Source: an optimization exercise on an open RTL-to-GDS flow (aim: a short achievable clock period and few clock cycles per item). Production flows keep margins and buffers that such runs may drop.
Function was checked by simulation only, so behaviour that the tests miss may differ from the original.
The clock port is modelled as an ideal driver; clocking choices that lean on that would not hold on a real chip.
Power figures rest on the tool's default switching activity, not on a simulated workload.

// risc_v
module risc_v
(
 input   wire                        CLK,
 input   wire                        RST,
 output  wire     [31:0]             PC,
 input   wire     [31:0]             Instr,
 output  wire                        MemWrite,
 output  wire     [31:0]             DataAdr,
 output  wire     [31:0]             WriteData,
 input   wire     [31:0]             ReadData
);
For scale: about 12,000 cells after synthesis, roughly 160 I/O pins.
==> flow/config.mk <==
export PLATFORM = sky130hd
export DESIGN_NAME = risc_v
export DESIGN_NICKNAME = risc_v
export VERILOG_FILES = /design/flow/design.v
export SDC_FILE = /design/flow/constraint.sdc
export NUM_CORES = 8
export LEC_CHECK = 0
export CAP_MARGIN = 20
export CORE_MARGIN = 2
export CORE_UTILIZATION = 55
export CTS_CLUSTER_DIAMETER = 100
export CTS_CLUSTER_SIZE = 22
export SLEW_MARGIN = 20
export SYNTH_HIERARCHICAL = 1
export SYNTH_MINIMUM_KEEP_SIZE = 0
==> flow/constraint.sdc <==
create_clock -name core_clock -period 14.0 [get_ports {CLK}]
set_input_delay 2.8000 -clock core_clock [delete_from_list [all_inputs] [get_ports {CLK}]]
set_output_delay 2.8000 -clock core_clock [all_outputs]
set_load 0.01 [all_outputs]
standard.sh (not shown) runs the stock make flow with config.mk's settings and CLKGATE_MAP_FILE= SYNTH_SCRIPT=/design/flow/synth_recipe.tcl, a recipe that flattens the netlist after the stock synthesis.
==> flow/flow/run.sh <==
#!/bin/bash
# Layout flow: the standard ORFS flow (standard.sh), unchanged synthesis,
# with two changes to how the layout is made:
#  - the ports are buffered with sky130_fd_sc_hd__buf_8 instead of the default pick;
#  - timing repair (repair_timing after CTS and after global routing) asks for
#    SETUP_SLACK_MARGIN ns of setup slack, so that it works on paths well inside
#    the 14 ns clock. The clock, the SDC and every constraint stay the design's.
# Each step's full output goes to a log file in the folder this runs in; ORFS's
# own per-step logs are under orfs/logs/.
set -euo pipefail
bash standard.sh synth > synth.log 2>&1
bash standard.sh SETUP_SLACK_MARGIN=10 "BUFFER_PORTS_ARGS=-buffer_cell sky130_fd_sc_hd__buf_8" finish > layout.log 2>&1
Testbench counts at the start, summed over its fixed seeds: cycles 72,425, instructions 70,638.
Then changed:
==> flow/flow/run.sh (replaced) <==
#!/bin/bash
# Layout flow: the standard ORFS flow (standard.sh), unchanged synthesis,
# with three changes to how the layout is made:
#  - the ports are buffered with sky130_fd_sc_hd__buf_8 instead of the default pick;
#  - timing repair (repair_timing after CTS and after global routing) asks for
#    SETUP_SLACK_MARGIN ns of setup slack, so that it works on paths well inside
#    the 14 ns clock. The clock, the SDC and every constraint stay the design's;
#  - after CTS, flow/post_cts.tcl upsizes the cells of the register file read
#    ports (see that file).
# Each step's full output goes to a log file in the folder this runs in; ORFS's
# own per-step logs are under orfs/logs/.
set -euo pipefail
bash standard.sh synth > synth.log 2>&1
bash standard.sh SETUP_SLACK_MARGIN=10 "BUFFER_PORTS_ARGS=-buffer_cell sky130_fd_sc_hd__buf_8" \
  "POST_CTS_TCL=$(pwd)/flow/post_cts.tcl" finish > layout.log 2>&1
==> flow/flow/post_cts.tcl (new file) <==
# After CTS (and its timing repair): upsize the cells of the register file read
# ports in F (the drivers of the nets u_rr*.sl*.sel* and u_rr*.sl*.u_r.t*, and
# the gates feeding the select drivers). Their routed wires come out longer
# than the estimates that repair works from. Then legalize the placement.
proc my_upsize {inst} {
  set m [[$inst getMaster] getName]
  if {![regexp {^(sky130_fd_sc_hd__[a-z0-9]+)_([0-9]+)$} $m -> base sz]} { return 0 }
  if {$sz >= 4} { return 0 }
  foreach t {4 2} {
    if {$t > $sz && [llength [get_lib_cells -quiet */${base}_$t]] > 0} {
      replace_cell [get_cells [$inst getName]] ${base}_$t
      return 1
    }
  }
  return 0
}
set my_n 0
set my_done [dict create]
foreach net [[ord::get_db_block] getNets] {
  set nm [$net getName]
  if {![string match {u_rr*.sl*} $nm]} { continue }
  foreach it [$net getITerms] {
    if {![$it isOutputSignal]} { continue }
    set inst [$it getInst]
    if {[dict exists $my_done [$inst getName]]} { continue }
    dict set my_done [$inst getName] 1
    incr my_n [my_upsize $inst]
    if {[string match {*.sel*} $nm]} {
      # the predecode gates that feed the select driver
      foreach in [$inst getITerms] {
        if {![$in isInputSignal]} { continue }
        set n2 [$in getNet]
        if {$n2 == "NULL"} { continue }
        foreach it2 [$n2 getITerms] {
          if {![$it2 isOutputSignal]} { continue }
          set i2 [$it2 getInst]
          if {[dict exists $my_done [$i2 getName]]} { continue }
          dict set my_done [$i2 getName] 1
          incr my_n [my_upsize $i2]
        }
      }
    }
  }
}
puts "post_cts: upsized $my_n cells of the register file read ports"
detailed_placement
check_placement -verbose
- The new run produced a clean layout
- critical path depth does not change
- core utilization came out higher by 7.5 points
- sequential share of layout area came out lower by 4.0 points
- routed wire length came out higher by 5.2%
- worst setup slack hardly moves
- sequential power stays flat
- cell count barely changes
- clock-buffer cell count is unchanged
- total power came out higher by 2.4%
- via count came out higher by 1.8%
- area after synthesis stays the same

## separate check: timing with driven ports
How much do the figures lean on ideal ports? The routed layouts below were timed once more, with nothing changed but the port constraints.
Step 1: set_driving_cell puts a clkbuf_16 on CLK and a buf_2 on each other input, an assumption about the parent block.
Step 2 adds t to the input delays and takes it off the output delays; t is the mean of the earliest and latest rising clock arrival at the registers after step 1. Input paths then give back, and output paths get back, about the clock's delay inside the block.
a / b / c = ideal ports / drivers / drivers and shift; a / b = the first two.
run | t, ns | slack for setup (ns) | hold slack, ns | cell pins on the clock port's net
the first run | 0.881 | 9.913 / 9.573 / 8.692 | 0.326 / 0.326 / 0.326 | 1
the second run | 0.886 | 9.913 / 9.561 / 8.675 | 0.325 / 0.325 / 0.325 | 1
After both steps setup and hold are still met in every run listed. The setup slack of the second run, which loses most, moves by -0.352 ns with the drivers and by -1.238 ns with both steps.
